This design comes from an exercise in tuning for a short achievable clock period and few clock cycles per item on the open sky130 flow, not from production work.
Where RTL was checked, it was by simulation tests only, not by an equivalence proof against the original.
No driver is modelled on the clock port, so clock power and skew are understated where the tree is cut down; a real chip needs a root buffer or a tree.
Power figures rest on the tool's default switching activity, not on a simulated workload.

// uiFDMA
module uiFDMA#
(
parameter  integer         M_AXI_ID_WIDTH			= 3		    ,
parameter  integer         M_AXI_ID			        = 0		    ,
parameter  integer         M_AXI_ADDR_WIDTH			= 32		,
parameter  integer         M_AXI_DATA_WIDTH			= 128		,
parameter  integer		  M_AXI_MAX_BURST_LEN       = 64
)
(
input   wire [M_AXI_ADDR_WIDTH-1 : 0]      fdma_waddr          ,
input                                      fdma_wareq          ,
input   wire [15 : 0]                      fdma_wsize          ,
output                                     fdma_wbusy          ,
input   wire [M_AXI_DATA_WIDTH-1 :0]       fdma_wdata		   ,
output  wire                               fdma_wvalid         ,
input	wire                               fdma_wready		   ,
input   wire [M_AXI_ADDR_WIDTH-1 : 0]      fdma_raddr          ,
input                                      fdma_rareq          ,
input   wire [15 : 0]                      fdma_rsize          ,
output                                     fdma_rbusy          ,
output  wire [M_AXI_DATA_WIDTH-1 :0]       fdma_rdata		   ,
output  wire                               fdma_rvalid         ,
input	wire                               fdma_rready		   ,
input 	wire  								M_AXI_ACLK			,
input 	wire  								M_AXI_ARESETN		,
output 	wire [M_AXI_ID_WIDTH-1 : 0]		    M_AXI_AWID			,
output 	wire [M_AXI_ADDR_WIDTH-1 : 0] 	    M_AXI_AWADDR		,
output 	wire [7 : 0]						M_AXI_AWLEN			,
output 	wire [2 : 0] 						M_AXI_AWSIZE		,
output 	wire [1 : 0] 						M_AXI_AWBURST		,
output 	wire  								M_AXI_AWLOCK		,
output 	wire [3 : 0] 						M_AXI_AWCACHE		,
output 	wire [2 : 0] 						M_AXI_AWPROT		,
output 	wire [3 : 0] 						M_AXI_AWQOS			,
output 	wire  								M_AXI_AWVALID		,
input	wire  								M_AXI_AWREADY		,
output  wire [M_AXI_ID_WIDTH-1 : 0] 		M_AXI_WID			,
output  wire [M_AXI_DATA_WIDTH-1 : 0] 	    M_AXI_WDATA			,
output  wire [M_AXI_DATA_WIDTH/8-1 : 0] 	M_AXI_WSTRB			,
output  wire  								M_AXI_WLAST			,
output  wire  								M_AXI_WVALID		,
input   wire  								M_AXI_WREADY		,
input   wire [M_AXI_ID_WIDTH-1 : 0] 		M_AXI_BID			,
input   wire [1 : 0] 						M_AXI_BRESP			,
input   wire  								M_AXI_BVALID		,
output  wire  								M_AXI_BREADY		,
output  wire [M_AXI_ID_WIDTH-1 : 0] 		M_AXI_ARID			,
output  wire [M_AXI_ADDR_WIDTH-1 : 0] 	    M_AXI_ARADDR		,
output  wire [7 : 0] 						M_AXI_ARLEN			,
output  wire [2 : 0] 						M_AXI_ARSIZE		,
output  wire [1 : 0] 						M_AXI_ARBURST		,
output  wire  								M_AXI_ARLOCK		,
output  wire [3 : 0] 						M_AXI_ARCACHE		,
output  wire [2 : 0] 						M_AXI_ARPROT		,
output  wire [3 : 0] 						M_AXI_ARQOS			,
output  wire  								M_AXI_ARVALID		,
input   wire  								M_AXI_ARREADY		,
input   wire [M_AXI_ID_WIDTH-1 : 0] 		M_AXI_RID			,
input   wire [M_AXI_DATA_WIDTH-1 : 0] 	    M_AXI_RDATA			,
input   wire [1 : 0] 						M_AXI_RRESP			,
input   wire  								M_AXI_RLAST			,
input   wire  								M_AXI_RVALID		,
output  wire  								M_AXI_RREADY
	);
export LEC_CHECK = 0
export ABC_CLOCK_PERIOD_IN_PS = 1500
export CAP_MARGIN = 20
export CORE_AREA = 10 10 290 290
export DIE_AREA = 0 0 300 300
export SETUP_SLACK_MARGIN = 1.55
export SLEW_MARGIN = 20
create_clock -name core_clock -period 3.3 [get_ports {M_AXI_ACLK}]
standard.sh (not shown) runs the stock make flow with config.mk's settings and CLKGATE_MAP_FILE= SYNTH_SCRIPT=/design/flow/synth_recipe.tcl, a recipe that flattens the netlist after the stock synthesis.
==> flow/flow/run.sh <==
#!/bin/bash
# The standard ORFS layout (the standard.sh) with these changes to how the
# layout is made:
#  - buffer_ports inserts plain buf_4 port buffers instead of the library's
#    smallest buffer (a delay cell);
#  - flow/io.tcl (ORFS's PRE_IO_PLACEMENT_TCL hook) asks the pin placer to keep
#    the pins of each port-to-port path next to each other;
#  - the clock tree is built by flow/my_cts.tcl (ORFS's PRE_CTS_TCL hook, it
#    stands in for TritonCTS): a balanced two-stage tree of clkbuf_16
#    buffers, MY_CTS_ROOTS roots fed by the clock port, each driving leaf
#    buffers that serve compact groups of at most MY_CTS_LEAF flip-flops;
#  - after the last timing repair, flow/fanout_fix.tcl (ORFS's
#    POST_GLOBAL_ROUTE_TCL hook) connects the gate of each port-to-port path
#    straight to its input port's buffer and reroutes those pins.
# Everything else (synthesis, floorplan, power grid, placement, timing repair,
# routing) is the standard flow. The make log goes to standard_flow.log and
# each ORFS step keeps its own log under orfs/logs.
set -euo pipefail
here=$(pwd)
export PRE_IO_PLACEMENT_TCL="$here/flow/io.tcl"
export PRE_CTS_TCL="$here/flow/my_cts.tcl"
export POST_GLOBAL_ROUTE_TCL="$here/flow/fanout_fix.tcl"
export MY_CTS_LEAF=24
export MY_CTS_ROOTS=4
bash standard.sh "BUFFER_PORTS_ARGS=-buffer_cell sky130_fd_sc_hd__buf_4" \
    "PRE_IO_PLACEMENT_TCL=$here/flow/io.tcl" "PRE_CTS_TCL=$here/flow/my_cts.tcl" \
    "POST_GLOBAL_ROUTE_TCL=$here/flow/fanout_fix.tcl" \
    finish > standard_flow.log 2>&1
Other scripts of this flow, unchanged in this note and not shown: flow/flow/fanout_fix.tcl, flow/flow/io.tcl, flow/flow/my_cts.tcl
Edit:
Settings changed: SETUP_SLACK_MARGIN 1.55 to 1.6.
Combinational power came out higher by 8.6%.
Setup slack loses 0.0088 ns.
Register-to-register slack got worse by 0.02 ns.
Routed wire length is higher by 9.0%.
Die area is unchanged.
Total power rose by 1.9%.
Global-route usage rose by 2.3 points.
Hold slack hardly moves.
First-iteration DRC count increases by 14%.
No functional check of the RTL was part of any run of this note. No run of this note takes its clock network from TritonCTS; it comes from the design's own scripts or RTL.


uiFDMA, a different RTL version from the one above (not shown whole).
For scale: roughly 3800 cells after synthesis, ~1200 flip-flops, about 44000 sq um of cells after synthesis.
Design uiFDMA, start of the top module:
module uiFDMA#
(
parameter  integer         M_AXI_ID_WIDTH			= 3		    ,
parameter  integer         M_AXI_ID			        = 0		    ,
parameter  integer         M_AXI_ADDR_WIDTH			= 32		,
parameter  integer         M_AXI_DATA_WIDTH			= 128		,
parameter  integer		  M_AXI_MAX_BURST_LEN       = 64
)
(
input   wire [M_AXI_ADDR_WIDTH-1 : 0]      fdma_waddr          ,
input                                      fdma_wareq          ,
input   wire [15 : 0]                      fdma_wsize          ,
output                                     fdma_wbusy          ,
input   wire [M_AXI_DATA_WIDTH-1 :0]       fdma_wdata		   ,
output  wire                               fdma_wvalid         ,
input	wire                               fdma_wready		   ,
input   wire [M_AXI_ADDR_WIDTH-1 : 0]      fdma_raddr          ,
input                                      fdma_rareq          ,
  ...
export LEC_CHECK = 0
export ABC_CLOCK_PERIOD_IN_PS = 1500
export CAP_MARGIN = 20
export CORE_AREA = 10 10 290 290
export DIE_AREA = 0 0 300 300
export SETUP_SLACK_MARGIN = 1.6
export SLEW_MARGIN = 20
create_clock -name core_clock -period 3.3 [get_ports {M_AXI_ACLK}]
Scripts as last shown in full above: flow/flow/run.sh
Other scripts of this flow, unchanged in this note and not shown: flow/flow/fanout_fix.tcl, flow/flow/io.tcl, flow/flow/my_cts.tcl
The first run completed without violations.
Testbench counts at the start, summed over its fixed seeds: cycles 60,518, beats 98,576.
Change:
SETUP_SLACK_MARGIN = 1.65   (was 1.6)
=> The changed run finished clean. Cell area rises by about 6%. Clock skew rises by 3.2 ps. Maximum frequency falls by about 2%. Area after synthesis does not change. Setup slack is worse by 36 ps.
No run of this note takes its clock network from TritonCTS; it comes from the design's own scripts or RTL.


fjord:
Another version of the RTL of uiFDMA (not shown whole).
Size in the first run: about 1,400 flip-flops, ~780 I/O pins, about 58,000 um^2 of cells after synthesis.
// uiFDMA
module uiFDMA#
(
parameter  integer         M_AXI_ID_WIDTH			= 3		    ,
parameter  integer         M_AXI_ID			        = 0		    ,
parameter  integer         M_AXI_ADDR_WIDTH			= 32		,
parameter  integer         M_AXI_DATA_WIDTH			= 128		,
parameter  integer		  M_AXI_MAX_BURST_LEN       = 64
)
(
input   wire [M_AXI_ADDR_WIDTH-1 : 0]      fdma_waddr          ,
input                                      fdma_wareq          ,
input   wire [15 : 0]                      fdma_wsize          ,
output                                     fdma_wbusy          ,
input   wire [M_AXI_DATA_WIDTH-1 :0]       fdma_wdata		   ,
output  wire                               fdma_wvalid         ,
input	wire                               fdma_wready		   ,
input   wire [M_AXI_ADDR_WIDTH-1 : 0]      fdma_raddr          ,
input                                      fdma_rareq          ,
input   wire [15 : 0]                      fdma_rsize          ,
output                                     fdma_rbusy          ,
output  wire [M_AXI_DATA_WIDTH-1 :0]       fdma_rdata		   ,
output  wire                               fdma_rvalid         ,
input	wire                               fdma_rready		   ,
input 	wire  								M_AXI_ACLK			,
input 	wire  								M_AXI_ARESETN		,
output 	wire [M_AXI_ID_WIDTH-1 : 0]		    M_AXI_AWID			,
output 	wire [M_AXI_ADDR_WIDTH-1 : 0] 	    M_AXI_AWADDR		,
output 	wire [7 : 0]						M_AXI_AWLEN			,
output 	wire [2 : 0] 						M_AXI_AWSIZE		,
output 	wire [1 : 0] 						M_AXI_AWBURST		,
output 	wire  								M_AXI_AWLOCK		,
output 	wire [3 : 0] 						M_AXI_AWCACHE		,
output 	wire [2 : 0] 						M_AXI_AWPROT		,
output 	wire [3 : 0] 						M_AXI_AWQOS			,
output 	wire  								M_AXI_AWVALID		,
input	wire  								M_AXI_AWREADY		,
output  wire [M_AXI_ID_WIDTH-1 : 0] 		M_AXI_WID			,
output  wire [M_AXI_DATA_WIDTH-1 : 0] 	    M_AXI_WDATA			,
output  wire [M_AXI_DATA_WIDTH/8-1 : 0] 	M_AXI_WSTRB			,
output  wire  								M_AXI_WLAST			,
output  wire  								M_AXI_WVALID		,
input   wire  								M_AXI_WREADY		,
input   wire [M_AXI_ID_WIDTH-1 : 0] 		M_AXI_BID			,
input   wire [1 : 0] 						M_AXI_BRESP			,
input   wire  								M_AXI_BVALID		,
output  wire  								M_AXI_BREADY		,
output  wire [M_AXI_ID_WIDTH-1 : 0] 		M_AXI_ARID			,
output  wire [M_AXI_ADDR_WIDTH-1 : 0] 	    M_AXI_ARADDR		,
output  wire [7 : 0] 						M_AXI_ARLEN			,
output  wire [2 : 0] 						M_AXI_ARSIZE		,
output  wire [1 : 0] 						M_AXI_ARBURST		,
output  wire  								M_AXI_ARLOCK		,
output  wire [3 : 0] 						M_AXI_ARCACHE		,
output  wire [2 : 0] 						M_AXI_ARPROT		,
output  wire [3 : 0] 						M_AXI_ARQOS			,
output  wire  								M_AXI_ARVALID		,
input   wire  								M_AXI_ARREADY		,
input   wire [M_AXI_ID_WIDTH-1 : 0] 		M_AXI_RID			,
input   wire [M_AXI_DATA_WIDTH-1 : 0] 	    M_AXI_RDATA			,
input   wire [1 : 0] 						M_AXI_RRESP			,
input   wire  								M_AXI_RLAST			,
input   wire  								M_AXI_RVALID		,
output  wire  								M_AXI_RREADY
	);
==> flow/config.mk <==
export PLATFORM = sky130hd
export DESIGN_NAME = uiFDMA
export DESIGN_NICKNAME = uiFDMA
export VERILOG_FILES = /design/flow/design.v
export SDC_FILE = /design/flow/constraint.sdc
export NUM_CORES = 4
export LEC_CHECK = 0
export ABC_CLOCK_PERIOD_IN_PS = 1700
export CAP_MARGIN = 20
export CORE_AREA = 10 10 350 350
export DIE_AREA = 0 0 360 360
export SETUP_SLACK_MARGIN = 1.5
export SLEW_MARGIN = 20
==> flow/constraint.sdc <==
create_clock -name core_clock -period 3.3 [get_ports {M_AXI_ACLK}]
set_input_delay 0.6600 -clock core_clock [delete_from_list [all_inputs] [get_ports {M_AXI_ACLK}]]
set_output_delay 0.6600 -clock core_clock [all_outputs]
set_load 0.01 [all_outputs]
==> flow/flow/run.sh <==
#!/bin/bash
# The standard ORFS layout (the standard.sh), with the port buffers that
# buffer_ports inserts made plain buf_4 cells instead of the library's
# smallest buffer (a delay cell), so that the paths through them start fast.
set -euo pipefail
bash standard.sh "BUFFER_PORTS_ARGS=-buffer_cell sky130_fd_sc_hd__buf_4" finish > standard_flow.log 2>&1
Testbench counts of fjord, summed over its fixed seeds: cycles 60,473, beats 98,576.
What cedar does differently from fjord at the input level:
Settings: an added PLACE_DENSITY of 0.75; a change of ABC_CLOCK_PERIOD_IN_PS from 1700 to 1500; a change of SETUP_SLACK_MARGIN from 1.5 to 1.7.
==> flow/run.sh (new file) <==
#!/bin/bash
# synth_recipe.tcl (not shown) runs the flow's synth.tcl, then flattens the netlist and writes it again
# the make line also repeats each setting of config.mk as NAME=value (left out here)
make -C /OpenROAD-flow-scripts/flow DESIGN_CONFIG=/design/flow/config.mk WORK_HOME=/design/flow/orfs CLKGATE_MAP_FILE= SYNTH_SCRIPT=/design/flow/synth_recipe.tcl finish
removed: flow/flow/run.sh
removed: flow/standard.sh
### Flow results
- Changes observed in cedar relative to fjord: total global routing track utilization closely matched the old numbers, top achievable clock speed increased by 0.015 GHz relative to the old numbers.
- Going from fjord to cedar, the clock tree buffer count of the final layout was found to have gone down by 11.
- Relative to fjord, flop-to-flop setup slack has gone down in cedar.
- Of the two candidates, fjord has the better leakage power of the design and cedar the worse one.
- When cedar is measured against fjord, its share of the clock period used by the worst path turns out 1.9 points lower.
- Compare fjord and cedar | hold slack lower: fjord
- Final design area excluding fillers ended up about 3.6% higher on cedar than on fjord.
- Relative to fjord, the power measured on cedar has increased slightly.
- For the final routed wirelength across all metal layers, cedar came in about 3.4% higher than fjord did.

static timing again, ports no longer ideal:
The results above use ideal ports. As a check the final layouts listed here were re-extracted and re-timed, cells and wires unchanged. Step 1, drivers: a clkbuf_16 drives M_AXI_ACLK and a buf_2 each remaining input, both assumed. Step 2 moves the port delays by t, midway between the first and last clock arrival at a register: inputs arrive t later, outputs are due t later. That takes back most of the time a late clock gives input paths. Three values: ideal ports, drivers, drivers and shift; two values: the first two.
run | shift t [ns] | setup slack, ns | hold WS [ns] | worst setup path at the end | pins driven straight from the clock port
the first run of note 1 | 0.607 | 1.568 / 1.423 / 1.056 | 0.333 / 0.245 / 0.333 | input to register | 4
the second run of note 1 | 0.607 | 1.559 / 1.456 / 1.059 | 0.333 / 0.254 / 0.333 | input to register | 4
the first run of note 2 | 0.591 | 1.568 / 1.427 / 1.141 | 0.387 / 0.283 / 0.444 | input to register | 4
the second run of note 2 | 0.592 | 1.532 / 1.454 / 1.021 | 0.384 / 0.282 / 0.444 | input to register | 4
fjord | 0.806 | 1.234 / 1.163 / 0.781 | 0.116 / 0.079 / 0.440 | input to register | 1
cedar | 0.805 | 1.296 / 1.266 / 0.504 | 0.411 / 0.369 / 0.421 | input to register | 1
After both steps every run listed still meets setup and hold. For cedar, which loses most, drivers alone change the setup slack by -0.030 ns; drivers and shift together by -0.792 ns.
